This is an optimization exercise on Yosys and OpenROAD, whose aim is small area and a short achievable clock period, not a production implementation.
Where RTL was checked, it was by simulation tests only, not by an equivalence proof against the original.
The clock input has no modelled driver; a real chip could not lean on it and would need a root buffer or a full tree.
Power figures rest on the tool's default switching activity, not on a simulated workload.

==> flow/design.v <==
module mul_radix2 #(
    parameter int BIT_WIDTH = 32
) (
    input  logic        clk,
    input  logic        rst,
    input  logic        start,
    input  logic [3:0]  data_in,
    output logic [3:0]  data_out,
    output logic        data_out_valid,
    output logic        result_complete,
    output logic        ready
);
    logic [4:0]  cnt;
    logic [31:0] a_reg;
    logic [27:0] s_reg, c_reg;
    logic        cin;
    wire idle = (cnt == 5'd0);
    wire step = cnt[4] | (cnt[3] & (cnt[2:0] != 3'd0));    
    wire a_en = ~cnt[4] & ~cnt[3];                         
    always_ff @(posedge clk) begin
        if (rst)
            cnt <= 5'd0;
        else if (idle)
            cnt <= {4'd0, start};
        else if (cnt[4])
            cnt <= 5'd0;
        else
            cnt <= cnt + 5'd1;
    end
    logic        d3;                  
    logic        one0, two0, neg0, one1, two1, neg1;
    logic [3:0]  lr0;                 
    logic [1:0]  lr1;                 
    wire stepn = ~cnt[4] & cnt[3];                         
    wire xm1   = d3 & (cnt[2:0] != 3'd0);                  
    wire [2:0] g0 = {data_in[1], data_in[0], xm1};
    wire [2:0] g1 = {data_in[3], data_in[2], data_in[1]};
    wire n_one0 = stepn & (g0[1] ^ g0[0]);
    wire n_two0 = stepn & ((g0[2] & ~g0[1] & ~g0[0]) | (~g0[2] & g0[1] & g0[0]));
    wire n_neg0 = stepn & g0[2];
    wire n_one1 = stepn & (g1[1] ^ g1[0]);
    wire n_two1 = stepn & ((g1[2] & ~g1[1] & ~g1[0]) | (~g1[2] & g1[1] & g1[0]));
    wire n_neg1 = stepn & g1[2];
    wire [32:0] a_ext = {a_reg, 1'b0};
    logic [3:0] n_lr0;
    logic [1:0] n_lr1;
    always_comb begin
        for (int i = 0; i < 4; i++)
            n_lr0[i] = ((n_one0 & a_ext[i+1]) | (n_two0 & a_ext[i])) ^ n_neg0;
        for (int i = 2; i < 4; i++)
            n_lr1[i-2] = ((n_one1 & a_ext[i-1]) | (n_two1 & a_ext[i-2])) ^ n_neg1;
    end
    always_ff @(posedge clk) begin
        if (a_en)
            a_reg <= {data_in, a_reg[31:4]};
        d3   <= data_in[3];
        one0 <= n_one0; two0 <= n_two0; neg0 <= n_neg0;
        one1 <= n_one1; two1 <= n_two1; neg1 <= n_neg1;
        lr0  <= n_lr0;
        lr1  <= n_lr1;
    end
    logic [31:0] r0, r1;
    always_comb begin
        r0[3:0] = lr0;
        for (int i = 4; i < 32; i++)
            r0[i] = ((one0 & a_ext[i+1]) | (two0 & a_ext[i])) ^ neg0;
        r1[0] = neg1;
        r1[1] = neg1;
        r1[3:2] = lr1;
        for (int i = 4; i < 32; i++)
            r1[i] = ((one1 & a_ext[i-1]) | (two1 & a_ext[i-2])) ^ neg1;
    end
    wire [31:0] s_in = {4'd0, s_reg};
    wire [31:0] c_in = {4'd0, c_reg};
    wire [31:0] x  = s_in ^ c_in ^ r0;
    wire [31:0] yc = (s_in & c_in) | (s_in & r0) | (c_in & r0);
    wire [31:0] y  = {yc[30:0], neg0};
    wire [31:0] s1 = x ^ y ^ r1;
    wire [31:0] cc = (x & y) | (x & r1) | (y & r1);
    wire [31:0] c1 = {cc[30:0], neg1};
    wire [4:0] nib = {1'b0, s1[3:0]} + {1'b0, c1[3:0]} + {4'd0, cin};
    always_ff @(posedge clk) begin
        s_reg    <= s1[31:4];
        c_reg    <= c1[31:4];
        cin      <= nib[4];
        data_out <= nib[3:0];
    end
    always_ff @(posedge clk) begin
        if (rst) begin
            ready           <= 1'b1;
            data_out_valid  <= 1'b0;
            result_complete <= 1'b0;
        end else begin
            ready           <= idle;
            data_out_valid  <= step;
            result_complete <= cnt[4];
        end
    end
endmodule
Settings: LEC_CHECK=0, CAP_MARGIN=20, CORE_MARGIN=2, CORE_UTILIZATION=40, SLEW_MARGIN=20; clock period 10.0 ns.
run.sh (not shown) runs the stock make flow with config.mk's settings and CLKGATE_MAP_FILE= SYNTH_SCRIPT=/design/flow/synth_recipe.tcl, a recipe that flattens the netlist after the stock synthesis.
Rerun with:
==> flow/design.v (replaced) <==
module mul_radix2 #(
    parameter int BIT_WIDTH = 32
) (
    input  logic        clk,
    input  logic        rst,
    input  logic        start,
    input  logic [3:0]  data_in,
    output logic [3:0]  data_out,
    output logic        data_out_valid,
    output logic        result_complete,
    output logic        ready
);
    logic [4:0]  cnt;
    logic [31:0] a_reg;
    logic [3:0]  b_reg;
    logic        b_prev;
    logic [27:0] s_reg, c_reg;
    logic        cin;
    wire idle = (cnt == 5'd0);
    wire step = cnt[4] | (cnt[3] & (cnt[2:0] != 3'd0));    
    wire a_en = ~cnt[4] & ~cnt[3];                         
    always_ff @(posedge clk) begin
        if (rst)
            cnt <= 5'd0;
        else if (idle)
            cnt <= {4'd0, start};
        else if (cnt[4])
            cnt <= 5'd0;
        else
            cnt <= cnt + 5'd1;
    end
    always_ff @(posedge clk) begin
        if (a_en)
            a_reg <= {data_in, a_reg[31:4]};
        b_reg  <= data_in;
        b_prev <= b_reg[3];
    end
    wire xm1 = b_prev & (cnt != 5'd9);
    wire [2:0] g0 = {b_reg[1], b_reg[0], xm1};
    wire [2:0] g1 = {b_reg[3], b_reg[2], b_reg[1]};
    wire one0 = step & (g0[1] ^ g0[0]);
    wire two0 = step & ((g0[2] & ~g0[1] & ~g0[0]) | (~g0[2] & g0[1] & g0[0]));
    wire neg0 = step & g0[2];
    wire one1 = step & (g1[1] ^ g1[0]);
    wire two1 = step & ((g1[2] & ~g1[1] & ~g1[0]) | (~g1[2] & g1[1] & g1[0]));
    wire neg1 = step & g1[2];
    wire [32:0] a_ext = {a_reg, 1'b0};
    logic [31:0] r0, r1;
    always_comb begin
        for (int i = 0; i < 32; i++) begin
            r0[i] = ((one0 & a_ext[i+1]) | (two0 & a_ext[i])) ^ neg0;
        end
        r1[0] = neg1;
        r1[1] = neg1;
        for (int i = 2; i < 32; i++) begin
            r1[i] = ((one1 & a_ext[i-1]) | (two1 & a_ext[i-2])) ^ neg1;
        end
    end
    wire [31:0] s_in = {4'd0, s_reg};
    wire [31:0] c_in = {4'd0, c_reg};
    wire [31:0] x  = s_in ^ c_in ^ r0;
    wire [31:0] yc = (s_in & c_in) | (s_in & r0) | (c_in & r0);
    wire [31:0] y  = {yc[30:0], neg0};
    wire [31:0] s1 = x ^ y ^ r1;
    wire [31:0] cc = (x & y) | (x & r1) | (y & r1);
    wire [31:0] c1 = {cc[30:0], neg1};
    wire [4:0] nib = {1'b0, s1[3:0]} + {1'b0, c1[3:0]} + {4'd0, cin};
    always_ff @(posedge clk) begin
        s_reg    <= s1[31:4];
        c_reg    <= c1[31:4];
        cin      <= nib[4];
        data_out <= nib[3:0];
    end
    always_ff @(posedge clk) begin
        if (rst) begin
            ready           <= 1'b1;
            data_out_valid  <= 1'b0;
            result_complete <= 1'b0;
        end else begin
            ready           <= idle;
            data_out_valid  <= step;
            result_complete <= cnt[4];
        end
    end
endmodule
Effect: Synthesized cell count went down by 6.7%; die area went down by 1.4%; count of clock-buffer cells in the layout went down by 12; cell count went down by 6.1%; combinational power went down by 46%; total power went down by 20%; worst setup slack gets worse by 1.3 ns; critical path depth went up by 11; sequential cell count went down by 8; final area went down by 3.9%; hold slack gets worse by 0.012 ns.
For the second run of this note, only the layout was checked, not whether the RTL still works.

---

wip/juniper:
Another version of the RTL of mul_radix2 (not shown whole).
Size: ~360 cells after synthesis, ~91 flip-flops, ~5000 um2 of cells after synthesis.
==> module mul_radix2, before the edit <==
module mul_radix2 #(
    parameter int BIT_WIDTH = 32
) (
    input  logic        clk,
    input  logic        rst,
    input  logic        start,
    input  logic [3:0]  data_in,
    output logic [3:0]  data_out,
    output logic        data_out_valid,
    output logic        result_complete,
    output logic        ready
);
    logic [2:0]  m;
    wire  s_idle = (ready & ~m[0]) | result_complete;
    wire  s_one  = ready & m[0];
    wire  s_recv = ~ready & ~data_out_valid;               
    wire  s_step = data_out_valid & ~result_complete;      
    always_ff @(posedge clk) begin
        if (rst) begin
            ready           <= 1'b1;
            data_out_valid  <= 1'b0;
            result_complete <= 1'b0;
            m               <= 3'd0;
        end else if (s_idle) begin
            ready           <= 1'b1;
            data_out_valid  <= 1'b0;
            result_complete <= 1'b0;
            m               <= {2'd0, start};
        end else if (s_one) begin
            ready           <= 1'b0;
            m               <= 3'd0;
        end else if (s_recv) begin
            if (m == 3'd7) data_out_valid <= 1'b1;
            m <= m + 3'd1;
        end else begin
            if (m == 3'd6) result_complete <= 1'b1;
            m <= m + 3'd1;
        end
    end
    wire a_en  = ~((s_recv & m[2] & m[1]) | s_step);
    wire stepn = (s_recv & m[2] & m[1]) | (s_step & ~(m[2] & m[1]));
    logic [31:0] a_n;      
    logic [27:0] s_reg;    
    logic [12:0] k_reg;    
    logic [1:0]  k0;       
    logic        one0, two0, neg0, one1, two1, neg1;
    wire xm1   = neg1;
    wire [2:0] g0 = {data_in[1], data_in[0], xm1};
    wire [2:0] g1 = {data_in[3], data_in[2], data_in[1]};
    wire n_one0 = stepn & (g0[1] ^ g0[0]);
    wire n_two0 = stepn & ((g0[2] & ~g0[1] & ~g0[0]) | (~g0[2] & g0[1] & g0[0]));
    wire n_neg0 = stepn & g0[2];
    wire n_one1 = stepn & (g1[1] ^ g1[0]);
    wire n_two1 = stepn & ((g1[2] & ~g1[1] & ~g1[0]) | (~g1[2] & g1[1] & g1[0]));
    wire n_neg1 = stepn & g1[2];
    wire [32:0] a_ext = {~a_n, 1'b0};
    always_ff @(posedge clk) begin
        if (a_en)
            a_n <= {~data_in, a_n[31:4]};
        one0 <= n_one0; two0 <= n_two0; neg0 <= n_neg0;
        one1 <= n_one1; two1 <= n_two1; neg1 <= n_neg1;
    end
    logic [31:0] r0, r1;
    always_comb begin
        for (int i = 0; i < 32; i++)
            r0[i] = ((one0 & a_ext[i+1]) | (two0 & a_ext[i])) ^ neg0;
        r1[0] = neg1;
        r1[1] = neg1;
        for (int i = 2; i < 32; i++)
            r1[i] = ((one1 & a_ext[i-1]) | (two1 & a_ext[i-2])) ^ neg1;
    end
    wire [31:0] x, yc;
    for (genvar i = 0; i < 28; i++) begin : g_csa
        mul_radix2_fa u_fa (.a(s_reg[i]), .b(r0[i]), .c(r1[i]), .s(x[i]), .co(yc[i]));
    end
    for (genvar i = 28; i < 31; i++) begin : g_csa_top
        mul_radix2_ha u_ha (.a(r0[i]), .b(r1[i]), .s(x[i]), .co(yc[i]));
    end
    assign x[31]  = r0[31] ^ r1[31];
    assign yc[31] = 1'b0;               
    wire [31:0] y  = {yc[30:0], neg1};      
    wire [5:0] nib = {2'd0, x[3:0]} + {2'd0, y[3:0]} + {4'd0, k0} + {5'd0, neg0}
                   + {3'd0, k_reg[0], 2'd0};
    wire [31:4] sum;
    wire [13:0] bc;                         
    wire [13:0] bm;                         
    for (genvar j = 0; j < 12; j++) begin : g_blk
        mul_radix2_fa u_lo (.a(x[2*j+4]), .b(y[2*j+4]), .c(k_reg[j+1]), .s(sum[2*j+4]), .co(bm[j]));
        mul_radix2_fa u_hi (.a(x[2*j+5]), .b(y[2*j+5]), .c(bm[j]), .s(sum[2*j+5]), .co(bc[j]));
    end
    mul_radix2_ha u_lo12 (.a(x[28]), .b(y[28]), .s(sum[28]), .co(bm[12]));
    mul_radix2_fa u_hi12 (.a(x[29]), .b(y[29]), .c(bm[12]), .s(sum[29]), .co(bc[12]));
    mul_radix2_ha u_lo13 (.a(x[30]), .b(y[30]), .s(sum[30]), .co(bm[13]));
    assign sum[31] = x[31] ^ y[31] ^ bm[13];
    assign bc[13]  = 1'b0;              
    always_ff @(posedge clk) begin
        s_reg    <= sum[31:4];
        k_reg    <= bc[12:0];
        k0       <= nib[5:4];
        data_out <= nib[3:0];
    end
endmodule
Settings: LEC_CHECK=0, CAP_MARGIN=20, CORE_MARGIN=2, CORE_UTILIZATION=60, SLEW_MARGIN=20, SYNTH_HIERARCHICAL=1, SYNTH_MINIMUM_KEEP_SIZE=0; clock period 10.0 ns.
standard.sh (not shown) runs the stock make flow with config.mk's settings and CLKGATE_MAP_FILE= SYNTH_SCRIPT=/design/flow/synth_recipe.tcl, a recipe that flattens the netlist after the stock synthesis.
==> flow/flow/run.sh <==
#!/bin/bash
# The standard layout (standard.sh) with three changes:
#  - the port buffers are plain buf_2 cells;
#  - the clock tree is flat: after CTS, flow/cts_post.tcl replaces the H-tree with
#    four clkbuf_16, one per quarter of the flip-flops, all driven by the clock port;
#  - repair_timing aims for a setup slack of 7.25 ns; the CTS step's own repair is
#    skipped and run in cts_post.tcl once the flat tree is in place.
# Each tool's output goes to the logs standard.sh writes under orfs/logs; the make
# output goes to flow_standard.log.
set -euo pipefail
export BUFFER_PORTS_ARGS="-buffer_cell sky130_fd_sc_hd__buf_2"
export CTS_ARGS="-sink_clustering_enable -repair_clock_nets -dont_use_dummy_load -buf_list sky130_fd_sc_hd__clkbuf_8"
export SETUP_SLACK_MARGIN=7.25
export SKIP_CTS_REPAIR_TIMING=1
export POST_CTS_TCL="$(pwd)/flow/cts_post.tcl"
bash standard.sh > flow_standard.log 2>&1
Other scripts of this flow, unchanged in this note and not shown: flow/flow/cts_post.tcl
wip/juniper | stages: all done | timing, DRC, antenna: all pass
### wip/juniper -> wip/garnet
--- a/flow/design.v
+++ b/flow/design.v
@@ -9,35 +9,49 @@
     output logic        data_out_valid,
     output logic        result_complete,
     output logic        ready
 );
     logic [2:0]  m;
-    wire  s_idle = (ready & ~m[0]) | result_complete;
-    wire  s_one  = ready & m[0];
-    wire  s_recv = ~ready & ~data_out_valid;               
-    wire  s_step = data_out_valid & ~result_complete;      
+    logic        st_r, st_v, st_c;
+    wire  s_idle = (st_r & ~m[0]) | st_c;
+    wire  s_one  = st_r & m[0];
+    wire  s_recv = ~st_r & ~st_v;                          
+    wire  s_step = st_v & ~st_c;                           
+    logic       st_r_d, st_v_d, st_c_d;
+    logic [2:0] m_d;
+    always_comb begin
+        st_r_d = st_r;
+        st_v_d = st_v;
+        st_c_d = st_c;
+        m_d    = m + 3'd1;
+        if (rst) begin
+            st_r_d = 1'b1;
+            st_v_d = 1'b0;
+            st_c_d = 1'b0;
+            m_d    = 3'd0;
+        end else if (s_idle) begin
+            st_r_d = 1'b1;
+            st_v_d = 1'b0;
+            st_c_d = 1'b0;
+            m_d    = {2'd0, start};
+        end else if (s_one) begin
+            st_r_d = 1'b0;
+            m_d    = 3'd0;
+        end else if (s_recv) begin
+            if (m == 3'd7) st_v_d = 1'b1;
+        end else begin
+            if (m == 3'd6) st_c_d = 1'b1;
+        end
+    end
     always_ff @(posedge clk) begin
-        if (rst) begin
-            ready           <= 1'b1;
-            data_out_valid  <= 1'b0;
-            result_complete <= 1'b0;
-            m               <= 3'd0;
-        end else if (s_idle) begin
-            ready           <= 1'b1;
-            data_out_valid  <= 1'b0;
-            result_complete <= 1'b0;
-            m               <= {2'd0, start};
-        end else if (s_one) begin
-            ready           <= 1'b0;
-            m               <= 3'd0;
-        end else if (s_recv) begin
-            if (m == 3'd7) data_out_valid <= 1'b1;
-            m <= m + 3'd1;
-        end else begin
-            if (m == 3'd6) result_complete <= 1'b1;
-            m <= m + 3'd1;
-        end
+        st_r            <= st_r_d;
+        st_v            <= st_v_d;
+        st_c            <= st_c_d;
+        m               <= m_d;
+        ready           <= st_r_d;
+        data_out_valid  <= st_v_d;
+        result_complete <= st_c_d;
     end
     wire a_en  = ~((s_recv & m[2] & m[1]) | s_step);
     wire stepn = (s_recv & m[2] & m[1]) | (s_step & ~(m[2] & m[1]));
     logic [31:0] a_n;      
     logic [27:0] s_reg;    
==> notes.md <==
Number of cell rows was higher in the run labelled wip/juniper.
Length of routed met3 wiring for wip/garnet: 9.2% down relative to wip/juniper
Delta (wip/garnet minus wip/juniper): reported combinational group power fell about 9%, worst hold slack increased by 0.0097 ns relative to the old numbers, setup skew after layout stayed essentially flat, leakage power total shrank by 0.44%, global-route congestion overflow total comparable.
Side by side, final HPWL from detailed placement turned out lower in wip/garnet than in wip/juniper.
Taking wip/juniper as the reference, in wip/garnet final design area excluding fillers down 1.5%, die area went down 3.1%.
The highest achievable clock rate was comparable across wip/juniper and wip/garnet.
Cells: wip/garnet has more instances than wip/juniper
Only the layout flow was run in wip/garnet; the RTL was not checked for function there. In every run of this note, the design's own scripts or RTL, not TritonCTS, make the clock network.

-- re-timing with driven ports --
How much do the figures lean on ideal ports? The routed layouts below were timed once more, with nothing changed but the port constraints. Step 1: set_driving_cell puts a clkbuf_16 on clk and a buf_2 on each other input, an assumption about the parent block. Step 2, shift: input delay + t, output delay - t, t = (earliest + latest rising clock arrival at the registers) / 2. This alone moves slack from input paths to output paths. Slacks: ideal ports / drivers / drivers and shift; pairs: ideal ports / drivers.
| run | t, ns | setup WS [ns] | worst setup path after step 2 | latest minus earliest clock arrival (ns) | worst register clock-pin slew, ns |
|---|---|---|---|---|---|
| the first run of note 1 | 0.447 | 6.739 / 6.711 / 6.309 | input to register | 0.009 / 0.008 | 0.06 / 0.06 |
| the second run of note 1 | 0.380 | 5.454 / 5.454 / 5.454 | register to register | 0.006 / 0.006 | 0.07 / 0.07 |
| wip/juniper | 0.232 | 7.218 / 7.218 / 7.218 | register to register | 0.008 / 0.009 | 0.09 / 0.09 |
| wip/garnet | 0.230 | 7.213 / 7.213 / 7.213 | register to register | 0.009 / 0.009 | 0.09 / 0.09 |
After both steps every run listed still meets setup and hold. The setup slack of the first run of note 1, which loses most, moves by -0.028 ns with the drivers and by -0.430 ns with both steps.
